This design comes from an exercise in tuning for small area on the open sky130 flow, not from production work. Only simulation tests tie the RTL to the original design; equivalence was not proved. Power figures rest on the tool's default switching activity, not on a simulated workload.

==> module UARTTransmitter, before the edit <==
module UARTTransmitter(
	input wire clk,
	input wire reset_n,			 
	input wire go,				 
	input wire [7:0] data,		 
	output reg tx,				 
	output wire ready,			 
	output wire pre				 
);
localparam [11:0] BIT_FIRST = 12'h54d;
localparam [11:0] LAST_MASK = 12'hb37;
localparam [11:0] BIT_LAST  = 12'he6e;
reg [11:0] cnt;
wire bit_end = ((cnt & LAST_MASK) == (BIT_LAST & LAST_MASK));
reg [3:0] p;
assign ready = (~p[2] & p[3]) | (~p[1] & p[3]);
assign pre = (~p[2] & p[3]);
wire idle = (~p[1] & p[3]);
wire one = (p[3]);	 
reg m;
always @(*) begin
	case ({p[2], p[1], p[0]})
		3'd0: m = data[4];
		3'd4: m = data[3];
		3'd2: m = data[2];
		3'd6: m = data[0];
		3'd1: m = data[5];
		3'd5: m = data[1];
		3'd3: m = data[6];
		3'd7: m = data[7];
	endcase
end
always @(posedge clk) begin
	if (ready | bit_end)
		cnt <= BIT_FIRST;
	else
		cnt <= {~cnt[10:0], ~(cnt[11] ^ cnt[10])};
end
always @(posedge clk or negedge reset_n) begin
	if (!reset_n) begin
		p <= 4'b1101;
		tx <= 1'b1;
	end
	else begin
		if ((ready | bit_end) & (~idle | go))
			p <= {(p[2] & p[3]) | (p[0] & p[1] & p[2]), (p[1]), (p[0]), (p[0] & p[1] & ~p[3]) | (~p[0] & p[1] & p[2]) | (~p[1] & ~p[2]) | (~p[1] & p[3])};
		if (pre)
			tx <= 1'b0;				 
		else if (bit_end)
			tx <= one | m;
	end
end
endmodule
==> module UARTReceiver, before the edit <==
module UARTReceiver (
	input wire clk,
	input wire reset_n,			 
	input wire rx,
	output reg [7:0] data_out,	 
	output wire ready			 
);
localparam [11:0] BIT_FIRST  = 12'h54d;
localparam [11:0] HALF_FIRST = 12'h0dc;
localparam [11:0] LAST_MASK  = 12'hb37;
localparam [11:0] BIT_LAST   = 12'he6e;
reg [3:0] p;
wire idle = (p[0] & p[1] & p[3]);
wire stop = (~p[1] & p[3]);
assign ready = (p[0] & p[1] & p[2] & p[3]);
reg [11:0] cnt;
wire bit_end = ((cnt & LAST_MASK) == (BIT_LAST & LAST_MASK));
always @(posedge clk) begin
	if (idle)
		cnt <= HALF_FIRST;
	else if (bit_end)
		cnt <= BIT_FIRST;
	else
		cnt <= {~cnt[10:0], ~(cnt[11] ^ cnt[10])};
end
always @(posedge clk) begin
	if (bit_end & ~stop)
		data_out <= {rx, data_out[7:1]};
end
always @(posedge clk or negedge reset_n) begin
	if (!reset_n)
		p <= 4'b1111;
	else if (idle | (bit_end & (rx | ~stop)))
		p <= {(p[0] & p[3]) | (~p[0] & p[1] & ~p[2]), (p[1]), (p[0]), (~p[0] & p[1] & ~p[3]) | (p[0] & p[3] & rx) | (~p[2] & ~p[3])};
end
endmodule
==> flow/config.mk <==
export PLATFORM = sky130hd
export DESIGN_NAME = sensors_handler
export DESIGN_NICKNAME = sensors_handler
export VERILOG_FILES = /design/flow/design.v
export SDC_FILE = /design/flow/constraint.sdc
export NUM_CORES = 4
export LEC_CHECK = 0
export CAP_MARGIN = 20
export CORE_MARGIN = 2
export CORE_UTILIZATION = 40
export SLEW_MARGIN = 20
==> flow/constraint.sdc <==
create_clock -name core_clock -period 10.0 [get_ports {clk}]
set_input_delay 2.0000 -clock core_clock [delete_from_list [all_inputs] [get_ports {clk}]]
set_output_delay 2.0000 -clock core_clock [all_outputs]
set_load 0.01 [all_outputs]
standard.sh (not shown) runs the stock make flow with config.mk's settings and CLKGATE_MAP_FILE= SYNTH_SCRIPT=/design/flow/synth_recipe.tcl, a recipe that flattens the netlist after the stock synthesis.
==> flow/flow/run.sh <==
#!/bin/bash
# The standard layout (standard.sh) with two changes passed to ORFS through its
# own variables:
# - clock tree: no dummy load cells, one buffer type
# - port buffers: the smallest buffer (the resizer may still upsize them)
set -euo pipefail
export CTS_ARGS="-sink_clustering_enable -repair_clock_nets -dont_use_dummy_load -buf_list sky130_fd_sc_hd__clkbuf_8"
export BUFFER_PORTS_ARGS="-buffer_cell sky130_fd_sc_hd__buf_1"
bash standard.sh finish > standard.log 2>&1
The starting point completed with no timing, DRC or antenna violations.
Edit:
--- a/flow/design.v
+++ b/flow/design.v
@@ -11,41 +11,42 @@
 localparam [11:0] LAST_MASK = 12'hb37;
 localparam [11:0] BIT_LAST  = 12'he6e;
 reg [11:0] cnt;
 wire bit_end = ((cnt & LAST_MASK) == (BIT_LAST & LAST_MASK));
 reg [3:0] p;
-assign ready = (~p[2] & p[3]) | (~p[1] & p[3]);
-assign pre = (~p[2] & p[3]);
-wire idle = (~p[1] & p[3]);
-wire one = (p[3]);	 
+assign ready = (p[0] & ~p[1] & ~p[2] & p[3]) | (~p[0] & ~p[2] & ~p[3]);
+assign pre = (~p[0] & p[1] & ~p[2]);
+wire idle = (p[0] & ~p[1] & ~p[2] & p[3]);
+wire fb = (p[2] & p[3]) | (p[0] & ~p[2] & ~p[3]) | (~p[0] & p[3]);
+wire one = (p[0] & ~p[1] & ~p[2] & p[3]) | (~p[0] & p[1] & ~p[3]) | (~p[0] & ~p[1] & p[2] & p[3]);	 
 reg m;
 always @(*) begin
-	case ({p[2], p[1], p[0]})
-		3'd0: m = data[4];
-		3'd4: m = data[3];
-		3'd2: m = data[2];
-		3'd6: m = data[0];
-		3'd1: m = data[5];
-		3'd5: m = data[1];
-		3'd3: m = data[6];
-		3'd7: m = data[7];
+	case ({p[3], p[2], p[1]})
+		3'd0: m = data[2];
+		3'd4: m = data[1];
+		3'd2: m = data[0];
+		3'd6: m = data[6];
+		3'd1: m = data[3];
+		3'd5: m = data[7];
+		3'd3: m = data[4];
+		3'd7: m = data[5];
 	endcase
 end
 always @(posedge clk) begin
 	if (ready | bit_end)
 		cnt <= BIT_FIRST;
 	else
 		cnt <= {~cnt[10:0], ~(cnt[11] ^ cnt[10])};
 end
 always @(posedge clk or negedge reset_n) begin
 	if (!reset_n) begin
-		p <= 4'b1101;
+		p <= 4'b1001;
 		tx <= 1'b1;
 	end
 	else begin
 		if ((ready | bit_end) & (~idle | go))
-			p <= {(p[2] & p[3]) | (p[0] & p[1] & p[2]), (p[1]), (p[0]), (p[0] & p[1] & ~p[3]) | (~p[0] & p[1] & p[2]) | (~p[1] & ~p[2]) | (~p[1] & p[3])};
+			p <= {p[2:0], fb};
 		if (pre)
 			tx <= 1'b0;				 
 		else if (bit_end)
 			tx <= one | m;
 	end
@@ -61,13 +62,14 @@
 localparam [11:0] BIT_FIRST  = 12'h54d;
 localparam [11:0] HALF_FIRST = 12'h0dc;
 localparam [11:0] LAST_MASK  = 12'hb37;
 localparam [11:0] BIT_LAST   = 12'he6e;
 reg [3:0] p;
-wire idle = (p[0] & p[1] & p[3]);
-wire stop = (~p[1] & p[3]);
-assign ready = (p[0] & p[1] & p[2] & p[3]);
+wire idle = (~p[0] & ~p[1] & ~p[2]);
+wire stop = (~p[0] & ~p[1] & p[2]);
+assign ready = (~p[0] & ~p[1] & ~p[3]);
+wire fb = (~p[0] & ~p[2] & ~rx) | (~p[0] & p[1] & ~p[3]) | (p[1] & ~p[2] & p[3]) | (p[0] & ~p[1] & ~p[3]);
 reg [11:0] cnt;
 wire bit_end = ((cnt & LAST_MASK) == (BIT_LAST & LAST_MASK));
 always @(posedge clk) begin
 	if (idle)
 		cnt <= HALF_FIRST;
@@ -80,13 +82,13 @@
 	if (bit_end & ~stop)
 		data_out <= {rx, data_out[7:1]};
 end
 always @(posedge clk or negedge reset_n) begin
 	if (!reset_n)
-		p <= 4'b1111;
+		p <= 4'b0000;
 	else if (idle | (bit_end & (rx | ~stop)))
-		p <= {(p[0] & p[3]) | (~p[0] & p[1] & ~p[2]), (p[1]), (p[0]), (~p[0] & p[1] & ~p[3]) | (p[0] & p[3] & rx) | (~p[2] & ~p[3])};
+		p <= {p[2:0], fb};
 end
 endmodule
 module sensors_handler(
 	input wire clk,
 	input wire reset,
Result:
- sequential power goes down by about 22%
- die area goes up by 2.1%
- wire length goes up by 2.0%
- power goes down by about 22%
- setup slack loses 0.068 ns
- cell area goes up by 1.6%

## separate check: timing with driven ports
How much do the figures lean on ideal ports? The routed layouts below were timed once more, with nothing changed but the port constraints. Step 1 sets driving cells, clkbuf_16 on the clock port and buf_2 on the other inputs (assumed; they add their load-dependent delay and slew). Step 2, shift: input delay + t, output delay - t, t = (earliest + latest rising clock arrival at the registers) / 2. This alone moves slack from input paths to output paths. Slacks: ideal / step 1 / step 2; pairs: ideal / step 1.
run	t (ns)	setup WS [ns]	hold WS [ns]	latest minus earliest clock arrival (ns)
the first run	0.315	6.525 / 6.499 / 6.813	0.374 / 0.374 / 0.374	0.029 / 0.029
the second run	0.314	6.456 / 6.430 / 6.743	0.379 / 0.379 / 0.379	0.017 / 0.017
After both steps setup and hold are still met in every run listed.
